Background: an optimization exercise with open tools, aiming at small area, a short achievable clock period and few clock cycles per item. Do not read the settings as production practice.
Power is estimated from default activity; no workload was simulated.

## dut
module dut(
    clk    ,
    rst_n  ,
    addr   ,
    din    ,
    rw     ,
    enable ,
    dout   ,
    txd    ,
    tx_vld ,
    rxd    ,
    rx_vld
);
Size: ~4,700 cells after synthesis, roughly 4,100 flip-flops, ~94 I/O pins, roughly 87,000 um^2 of cells after synthesis.
==> module dut, before the edit <==
module dut(
    clk    ,
    rst_n  ,
    addr   ,
    din    ,
    rw     ,
    enable ,
    dout   ,
    txd    ,
    tx_vld ,
    rxd    ,
    rx_vld
);
input         clk    ;
input         rst_n  ;
input  [7:0 ] addr   ;
input  [31:0] din    ;
input         rw     ;
input         enable ;
output [31:0] dout   ;
input  [7:0 ] rxd    ;
input         rx_vld ;
output [7:0 ] txd    ;
output        tx_vld ;
function lt10;
    input [9:0] a;
    input [9:0] b;
    integer k;
    reg r;
    begin
        r = 1'b0;
        for (k = 0; k < 10; k = k + 1)
            r = (~a[k] & b[k]) | ((~a[k] | b[k]) & r);
        lt10 = r;
    end
endfunction
reg         pkt_en ;
reg  [8:0 ] min_pkt_size ;    
reg  [9:0 ] max_pkt_size ;
wire        write = ~rw & enable;
wire [9:0 ] d     = din[9:0];
always @(posedge clk or negedge rst_n) begin
    if (!rst_n) begin
        pkt_en       <= 1'b0;
        min_pkt_size <= 9'd64;
        max_pkt_size <= 10'd512;
    end
    else if (write) begin
        if (addr == 8'h0)
            pkt_en <= d[0];
        if ((addr == 8'h4) && (|d[9:6]) && lt10(d, max_pkt_size))
            min_pkt_size <= d[8:0];
        if ((addr == 8'h8) && (~d[9] | ~|d[8:0]) && lt10({1'b0, min_pkt_size}, d))
            max_pkt_size <= d;
    end
end
assign dout[31:10] = 22'h0;
genvar g;
generate
    for (g = 0; g < 10; g = g + 1) begin : g_dout
        wire z76, z54, z10, nz, n8;
        g_nor2   u_z76 (.a(addr[7]), .b(addr[6]), .y(z76));
        g_nor2   u_z54 (.a(addr[5]), .b(addr[4]), .y(z54));
        g_nor2   u_z10 (.a(addr[1]), .b(addr[0]), .y(z10));
        g_nand3  u_nz  (.a(z76), .b(z54), .c(z10), .y(nz));       
        g_nand3b u_n8  (.an(addr[2]), .b(addr[3]), .c(max_pkt_size[g]), .y(n8));
        if (g == 0) begin : g_b0
            wire n4, s0, n0;
            g_nand3b u_n4 (.an(addr[3]), .b(addr[2]), .c(min_pkt_size[0]), .y(n4));
            g_nor2   u_s0 (.a(addr[3]), .b(addr[2]), .y(s0));
            g_nand2  u_n0 (.a(s0), .b(pkt_en), .y(n0));
            g_a31oi  u_y  (.a1(n8), .a2(n4), .a3(n0), .b1(nz), .y(dout[0]));
        end
        else if (g < 9) begin : g_b
            wire n4;
            g_nand3b u_n4 (.an(addr[3]), .b(addr[2]), .c(min_pkt_size[g]), .y(n4));
            g_a21oi  u_y  (.a1(n8), .a2(n4), .b1(nz), .y(dout[g]));
        end
        else begin : g_b9
            g_nor2   u_y  (.a(n8), .b(nz), .y(dout[9]));
        end
    end
endgenerate
reg  [4087:0] line ;
always @(posedge clk)
    line <= {line[4079:0], rxd};
reg         rx_prev ;    
reg         second ;     
reg  [9:0 ] cnt ;        
reg         over ;       
reg         hdr_ok ;
reg         acc ;        
reg  [4:0 ] tap ;        
reg         pend ;
reg  [3:0 ] wait_cnt ;
reg         tx_on ;      
reg  [7:0 ] tx_byte ;
wire [9:0 ] cnt_inc   = cnt + 10'd1;
wire [9:0 ] cnt_rx    = rx_prev ? cnt_inc : 10'd1;
wire        over_rx   = rx_prev & (over | cnt[9]);
wire        frame_end = rx_prev & ~rx_vld;
wire        now       = frame_end & acc & (cnt[3:0] == 4'h0);
wire        start     = (frame_end & acc & (cnt[3:0] == 4'hf)) | (pend & (wait_cnt == 4'h1));
wire        ready_n   = ~(rx_prev & acc & (cnt[3:0] == 4'h0));
g_o21ai u_tx_vld (.a1(ready_n), .a2(rx_vld), .b1(~tx_on), .y(tx_vld));
assign txd    = tx_on ? tx_byte : 8'h55;
always @(posedge clk or negedge rst_n) begin
    if (!rst_n) begin
        rx_prev <= 1'b0;
        pend    <= 1'b0;
        tx_on   <= 1'b0;
    end
    else begin
        rx_prev <= rx_vld;
        if (frame_end & acc & (cnt[3:0] != 4'h0) & (cnt[3:0] != 4'hf))
            pend <= 1'b1;
        else if (start)
            pend <= 1'b0;
        if (start | now)
            tx_on <= 1'b1;
        else if (cnt == 10'd1)
            tx_on <= 1'b0;
    end
end
always @(posedge clk) begin
    second <= rx_vld & ~rx_prev;
    if (rx_vld) begin
        tap  <= cnt[8:4];
        cnt  <= cnt_rx;
        over <= over_rx;
        acc  <= pkt_en & hdr_ok & ~over_rx & ~lt10(max_pkt_size, cnt_rx) &
                ~lt10(cnt_rx, {1'b0, min_pkt_size});
        if (second)
            hdr_ok <= (line[7:0] == 8'h55) & (rxd == 8'hd5);
    end
    else if (tx_vld)
        cnt <= cnt - 10'd1;
    if (frame_end)
        wait_cnt <= ~cnt[3:0];
    else
        wait_cnt <= wait_cnt - 4'd1;
end
reg  [7:0 ] tap_data ;
integer     i ;
always @(*) begin
    tap_data = 8'h0;
    for (i = 3; i < 32; i = i + 1)
        tap_data = tap_data | (line[(16*i+14)*8 +: 8] & {8{tap == i}});
end
always @(posedge clk)
    tx_byte <= tap_data;
endmodule
==> flow/config.mk <==
export PLATFORM = sky130hd
export DESIGN_NAME = dut
export DESIGN_NICKNAME = dut
export VERILOG_FILES = /design/flow/design.v
export SDC_FILE = /design/flow/constraint.sdc
export NUM_CORES = 8
export LEC_CHECK = 0
export CAP_MARGIN = 15
export CORE_MARGIN = 2
export CORE_UTILIZATION = 60
export CTS_BUF_LIST = sky130_fd_sc_hd__clkbuf_8
export CTS_CLUSTER_DIAMETER = 50
export CTS_CLUSTER_SIZE = 20
export PLACE_DENSITY = 0.7
export SETUP_SLACK_MARGIN = 4.8
export SLEW_MARGIN = 15
export SYNTH_HIERARCHICAL = 1
export SYNTH_MINIMUM_KEEP_SIZE = 0
==> flow/constraint.sdc <==
create_clock -name core_clock -period 9.0 [get_ports {clk}]
set_input_delay 1.8000 -clock core_clock [delete_from_list [all_inputs] [get_ports {clk}]]
set_output_delay 1.8000 -clock core_clock [all_outputs]
set_load 0.01 [all_outputs]
standard.sh (not shown) runs the stock make flow with config.mk's settings and CLKGATE_MAP_FILE= SYNTH_SCRIPT=/design/flow/synth_recipe.tcl, a recipe that flattens the netlist after the stock synthesis.
==> flow/flow/run.sh <==
#!/bin/bash
# The standard layout, with two changes to how ORFS is driven:
#  - clock tree synthesis without dummy loads, with clkbuf_8 clusters of <= 20 sinks
#  - port buffers start as buf_1 (the resizer sizes them up where timing needs it)
set -euo pipefail
export CTS_ARGS="-sink_clustering_enable -repair_clock_nets -buf_list sky130_fd_sc_hd__clkbuf_8 -sink_clustering_size 21 -sink_clustering_max_diameter 50 -dont_use_dummy_load"
export BUFFER_PORTS_ARGS="-buffer_cell sky130_fd_sc_hd__buf_1"
bash standard.sh > flow_make.log 2>&1
The starting point went through all stages and came out clean.
Then changed:
--- a/flow/design.v
+++ b/flow/design.v
@@ -60,24 +60,28 @@
 generate
     for (g = 0; g < 10; g = g + 1) begin : g_dout
-        wire z76, z54, z10, nz, n8;
+        wire z76, z54, z10, nz, s8, w;
         g_nor2   u_z76 (.a(addr[7]), .b(addr[6]), .y(z76));
         g_nor2   u_z54 (.a(addr[5]), .b(addr[4]), .y(z54));
         g_nor2   u_z10 (.a(addr[1]), .b(addr[0]), .y(z10));
         g_nand3  u_nz  (.a(z76), .b(z54), .c(z10), .y(nz));       
-        g_nand3b u_n8  (.an(addr[2]), .b(addr[3]), .c(max_pkt_size[g]), .y(n8));
+        g_nor2b  u_s8  (.a(addr[2]), .bn(addr[3]), .y(s8));       
         if (g == 0) begin : g_b0
-            wire n4, s0, n0;
-            g_nand3b u_n4 (.an(addr[3]), .b(addr[2]), .c(min_pkt_size[0]), .y(n4));
-            g_nor2   u_s0 (.a(addr[3]), .b(addr[2]), .y(s0));
-            g_nand2  u_n0 (.a(s0), .b(pkt_en), .y(n0));
-            g_a31oi  u_y  (.a1(n8), .a2(n4), .a3(n0), .b1(nz), .y(dout[0]));
+            wire s4, s0, w0;
+            g_nor2b  u_s4 (.a(addr[3]), .bn(addr[2]), .y(s4));    
+            g_nor2   u_s0 (.a(addr[3]), .b(addr[2]), .y(s0));     
+            g_a22oi  u_w  (.a1(s8), .a2(max_pkt_size[0]), .b1(s4), .b2(min_pkt_size[0]), .y(w));
+            g_nand2  u_w0 (.a(s0), .b(pkt_en), .y(w0));
+            g_a21oi  u_y  (.a1(w), .a2(w0), .b1(nz), .y(dout[0]));
         end
-        else if (g < 9) begin : g_b
-            wire n4;
-            g_nand3b u_n4 (.an(addr[3]), .b(addr[2]), .c(min_pkt_size[g]), .y(n4));
-            g_a21oi  u_y  (.a1(n8), .a2(n4), .b1(nz), .y(dout[g]));
-        end
-        else begin : g_b9
-            g_nor2   u_y  (.a(n8), .b(nz), .y(dout[9]));
+        else begin : g_b
+            if (g < 9) begin : g_w
+                wire s4;
+                g_nor2b  u_s4 (.a(addr[3]), .bn(addr[2]), .y(s4));
+                g_a22oi  u_w  (.a1(s8), .a2(max_pkt_size[g]), .b1(s4), .b2(min_pkt_size[g]), .y(w));
+            end
+            else begin : g_w9
+                g_nand2  u_w  (.a(s8), .b(max_pkt_size[9]), .y(w));
+            end
+            g_nor2   u_y  (.a(w), .b(nz), .y(dout[g]));
         end
     end
Outcome: Synthesized area stays flat. Die area stays flat. Register-to-register slack loses 0.04 ns. Non-clock buffer count came out lower by 1. Cell count stays flat. Final area is about the same. Power hardly moves. Routed wire length fell by 1.9%.
Function was not checked in any run of this note: the RTL went through the layout flow alone.

The RTL this note starts from:
==> flow/design.v <==
`timescale 1ns/1ps
module dut(
    clk    ,
    rst_n  ,
    addr   ,
    din    ,
    rw     ,
    enable ,
    dout   ,
    txd    ,
    tx_vld ,
    rxd    ,
    rx_vld
);
input         clk    ;
input         rst_n  ;
input  [7:0 ] addr   ;
input  [31:0] din    ;
input         rw     ;
input         enable ;
output [31:0] dout   ;
input  [7:0 ] rxd    ;
input         rx_vld ;
output [7:0 ] txd    ;
output        tx_vld ;
reg  [7:0 ] txd  ;
reg         tx_vld ;
function lt10;
    input [9:0] a;
    input [9:0] b;
    integer k;
    reg r;
    begin
        r = 1'b0;
        for (k = 0; k < 10; k = k + 1)
            r = (~a[k] & b[k]) | ((~a[k] | b[k]) & r);
        lt10 = r;
    end
endfunction
reg         pkt_en ;
reg  [8:0 ] min_pkt_size ;    
reg  [9:0 ] max_pkt_size ;
wire        write = ~rw & enable;
wire [9:0 ] d     = din[9:0];
always @(posedge clk or negedge rst_n) begin
    if (!rst_n) begin
        pkt_en       <= 1'b0;
        min_pkt_size <= 9'd64;
        max_pkt_size <= 10'd512;
    end
    else if (write) begin
        if (addr == 8'h0)
            pkt_en <= d[0];
        if ((addr == 8'h4) && (|d[9:6]) && lt10(d, max_pkt_size))
            min_pkt_size <= d[8:0];
        if ((addr == 8'h8) && (~d[9] | ~|d[8:0]) && lt10({1'b0, min_pkt_size}, d))
            max_pkt_size <= d;
    end
end
assign dout[31:10] = 22'h0;
genvar g;
generate
    for (g = 0; g < 10; g = g + 1) begin : g_dout
        wire z76, z54, z10, nz, n8;
        g_nor2   u_z76 (.a(addr[7]), .b(addr[6]), .y(z76));
        g_nor2   u_z54 (.a(addr[5]), .b(addr[4]), .y(z54));
        g_nor2   u_z10 (.a(addr[1]), .b(addr[0]), .y(z10));
        g_nand3  u_nz  (.a(z76), .b(z54), .c(z10), .y(nz));       
        g_nand3b u_n8  (.an(addr[2]), .b(addr[3]), .c(max_pkt_size[g]), .y(n8));
        if (g == 0) begin : g_b0
            wire n4, n0;
            g_nand3b u_n4 (.an(addr[3]), .b(addr[2]), .c(min_pkt_size[0]), .y(n4));
            g_or3b   u_n0 (.a(addr[3]), .b(addr[2]), .cn(pkt_en), .x(n0));
            g_a31oi  u_y  (.a1(n8), .a2(n4), .a3(n0), .b1(nz), .y(dout[0]));
        end
        else if (g < 9) begin : g_b
            wire n4;
            g_nand3b u_n4 (.an(addr[3]), .b(addr[2]), .c(min_pkt_size[g]), .y(n4));
            g_a21oi  u_y  (.a1(n8), .a2(n4), .b1(nz), .y(dout[g]));
        end
        else begin : g_b9
            g_nor2   u_y  (.a(n8), .b(nz), .y(dout[9]));
        end
    end
endgenerate
reg  [4095:0] line ;
always @(posedge clk)
    line <= {line[4087:0], rxd};
reg         rx_prev ;    
reg         second ;     
reg  [9:0 ] cnt ;        
reg         over ;       
reg         hdr_ok ;
reg  [4:0 ] tap ;        
reg         pend ;
reg  [3:0 ] wait_cnt ;
wire        frame_end = rx_prev & ~rx_vld;
wire        accept    = pkt_en & hdr_ok & ~over & ~lt10(max_pkt_size, cnt) &
                        ~lt10(cnt, {1'b0, min_pkt_size});
wire        aligned   = (cnt[3:0] == 4'h0);
wire        start     = (frame_end & accept & aligned) | (pend & (wait_cnt == 4'h0));
always @(posedge clk or negedge rst_n) begin
    if (!rst_n) begin
        rx_prev <= 1'b0;
        pend    <= 1'b0;
        tx_vld  <= 1'b0;
    end
    else begin
        rx_prev <= rx_vld;
        if (frame_end & accept & ~aligned)
            pend <= 1'b1;
        else if (start)
            pend <= 1'b0;
        if (start)
            tx_vld <= 1'b1;
        else if (cnt == 10'd1)
            tx_vld <= 1'b0;
    end
end
always @(posedge clk) begin
    second <= rx_vld & ~rx_prev;
    if (rx_vld) begin
        tap <= cnt[8:4];
        if (!rx_prev) begin
            cnt  <= 10'd1;
            over <= 1'b0;
        end
        else begin
            cnt  <= cnt + 10'd1;
            over <= over | cnt[9];
        end
        if (second)
            hdr_ok <= (line[7:0] == 8'h55) & (rxd == 8'hd5);
    end
    else if (tx_vld)
        cnt <= cnt - 10'd1;
    if (frame_end)
        wait_cnt <= ~cnt[3:0];
    else
        wait_cnt <= wait_cnt - 4'd1;
end
reg  [7:0 ] tap_data ;
integer     i ;
always @(*) begin
    tap_data = 8'h0;
    for (i = 3; i < 32; i = i + 1)
        tap_data = tap_data | (line[(16*i+15)*8 +: 8] & {8{tap == i}});
end
always @(posedge clk)
    txd <= tap_data;
endmodule
module g_nor2(a, b, y);
input a, b;
output y;
assign y = ~(a | b);
endmodule
module g_nand3(a, b, c, y);
input a, b, c;
output y;
assign y = ~(a & b & c);
endmodule
module g_nand3b(an, b, c, y);
input an, b, c;
output y;
assign y = ~(~an & b & c);
endmodule
module g_or3b(a, b, cn, x);
input a, b, cn;
output x;
assign x = a | b | ~cn;
endmodule
module g_a21oi(a1, a2, b1, y);
input a1, a2, b1;
output y;
assign y = ~((a1 & a2) | b1);
endmodule
module g_a31oi(a1, a2, a3, b1, y);
input a1, a2, a3, b1;
output y;
assign y = ~((a1 & a2 & a3) | b1);
endmodule
Settings: LEC_CHECK=0, CAP_MARGIN=40, CORE_MARGIN=2, CORE_UTILIZATION=60, CTS_BUF_LIST=sky130_fd_sc_hd__clkbuf_8, CTS_CLUSTER_DIAMETER=50, CTS_CLUSTER_SIZE=20, PLACE_DENSITY=0.7, SETUP_SLACK_MARGIN=5, SLEW_MARGIN=40, SYNTH_HIERARCHICAL=1, SYNTH_MINIMUM_KEEP_SIZE=0; clock period 9.0 ns.
==> flow/flow/run.sh <==
#!/bin/bash
# The standard layout, with two changes to how ORFS is driven:
#  - clock tree synthesis without dummy loads, with clkbuf_8 clusters of <= 20 sinks
#  - port buffers start as buf_1 (the resizer sizes them up where timing needs it)
set -euo pipefail
export CTS_ARGS="-sink_clustering_enable -repair_clock_nets -buf_list sky130_fd_sc_hd__clkbuf_8 -sink_clustering_size 20 -sink_clustering_max_diameter 50 -dont_use_dummy_load"
export BUFFER_PORTS_ARGS="-buffer_cell sky130_fd_sc_hd__buf_1"
bash standard.sh > flow_make.log 2>&1
==> next run, changes <==
--- a/flow/design.v
+++ b/flow/design.v
@@ -58,32 +58,32 @@
     end
 end
 assign dout[31:10] = 22'h0;
 genvar g;
 generate
     for (g = 0; g < 10; g = g + 1) begin : g_dout
-        wire z76, z54, z10, nz, n8;
+        wire z76, z54, z10, nz, s8, s4, w;
         g_nor2   u_z76 (.a(addr[7]), .b(addr[6]), .y(z76));
         g_nor2   u_z54 (.a(addr[5]), .b(addr[4]), .y(z54));
         g_nor2   u_z10 (.a(addr[1]), .b(addr[0]), .y(z10));
         g_nand3  u_nz  (.a(z76), .b(z54), .c(z10), .y(nz));       
-        g_nand3b u_n8  (.an(addr[2]), .b(addr[3]), .c(max_pkt_size[g]), .y(n8));
+        g_nor2b  u_s8  (.a(addr[2]), .bn(addr[3]), .y(s8));       
         if (g == 0) begin : g_b0
-            wire n4, n0;
-            g_nand3b u_n4 (.an(addr[3]), .b(addr[2]), .c(min_pkt_size[0]), .y(n4));
-            g_or3b   u_n0 (.a(addr[3]), .b(addr[2]), .cn(pkt_en), .x(n0));
-            g_a31oi  u_y  (.a1(n8), .a2(n4), .a3(n0), .b1(nz), .y(dout[0]));
+            wire s0;
+            g_nor2b  u_s4 (.a(addr[3]), .bn(addr[2]), .y(s4));    
+            g_nor2   u_s0 (.a(addr[3]), .b(addr[2]), .y(s0));     
+            g_a222oi u_w  (.a1(s8), .a2(max_pkt_size[0]), .b1(s4), .b2(min_pkt_size[0]), .c1(s0), .c2(pkt_en), .y(w));
         end
         else if (g < 9) begin : g_b
-            wire n4;
-            g_nand3b u_n4 (.an(addr[3]), .b(addr[2]), .c(min_pkt_size[g]), .y(n4));
-            g_a21oi  u_y  (.a1(n8), .a2(n4), .b1(nz), .y(dout[g]));
+            g_nor2b  u_s4 (.a(addr[3]), .bn(addr[2]), .y(s4));
+            g_a22oi  u_w  (.a1(s8), .a2(max_pkt_size[g]), .b1(s4), .b2(min_pkt_size[g]), .y(w));
         end
         else begin : g_b9
-            g_nor2   u_y  (.a(n8), .b(nz), .y(dout[9]));
+            g_nand2  u_w  (.a(s8), .b(max_pkt_size[9]), .y(w));
         end
+        g_nor2   u_y   (.a(w), .b(nz), .y(dout[g]));
     end
 endgenerate
 reg  [4095:0] line ;
 always @(posedge clk)
     line <= {line[4087:0], rxd};
 reg         rx_prev ;    
@@ -151,31 +151,31 @@
 endmodule
 module g_nor2(a, b, y);
 input a, b;
 output y;
 assign y = ~(a | b);
 endmodule
+module g_nand2(a, b, y);
+input a, b;
+output y;
+assign y = ~(a & b);
+endmodule
 module g_nand3(a, b, c, y);
 input a, b, c;
 output y;
 assign y = ~(a & b & c);
 endmodule
-module g_nand3b(an, b, c, y);
-input an, b, c;
+module g_nor2b(a, bn, y);
+input a, bn;
 output y;
-assign y = ~(~an & b & c);
+assign y = ~(a | ~bn);
 endmodule
-module g_or3b(a, b, cn, x);
-input a, b, cn;
-output x;
-assign x = a | b | ~cn;
+module g_a22oi(a1, a2, b1, b2, y);
+input a1, a2, b1, b2;
+output y;
+assign y = ~((a1 & a2) | (b1 & b2));
 endmodule
-module g_a21oi(a1, a2, b1, y);
-input a1, a2, b1;
+module g_a222oi(a1, a2, b1, b2, c1, c2, y);
+input a1, a2, b1, b2, c1, c2;
 output y;
-assign y = ~((a1 & a2) | b1);
+assign y = ~((a1 & a2) | (b1 & b2) | (c1 & c2));
 endmodule
-module g_a31oi(a1, a2, a3, b1, y);
-input a1, a2, a3, b1;
-output y;
-assign y = ~((a1 & a2 & a3) | b1);
-endmodule
Result: Cell area hardly moves; global-route usage came out lower by 0.10 points; via count barely changes; flip-flop and latch count stays the same; count of clock-buffer cells in the layout shrinks by 2; power hardly moves; sequential power is about the same.
No run of this note included a check of the RTL's function; only the layout flow was run.

separate check: timing with driven ports:
In the flow no input, the clock included, has a driving cell. The finished layouts below were timed again as built, in two steps.
Step 1, drivers: a clkbuf_16 drives clk and a buf_2 each remaining input, both assumed.
Step 2 also shifts input and output timing later by t, the mid clock arrival at the registers, as if the neighbouring blocks saw the same clock.
Three values: ideal ports, drivers, drivers and shift; two values: the first two.
run | t (ns) | slack for setup (ns) | slew at the worst register clock pin (ns) | worst data-port slew with drivers (ns)
the first run of note 1 | 0.983 | 4.747 / 4.631 / 4.258 | 0.12 / 0.12 | 0.21
the second run of note 1 | 0.959 | 4.637 / 4.586 / 4.286 | 0.12 / 0.12 | 0.07
the first run of note 2 | 0.974 | 4.608 / 4.514 / 4.514 | 0.12 / 0.12 | 0.15
the second run of note 2 | 0.972 | 4.481 / 4.443 / 4.443 | 0.12 / 0.12 | 0.06
After both steps every run listed still meets setup and hold. For the first run of note 1, which loses most, drivers alone change the setup slack by -0.116 ns; drivers and shift together by -0.489 ns.
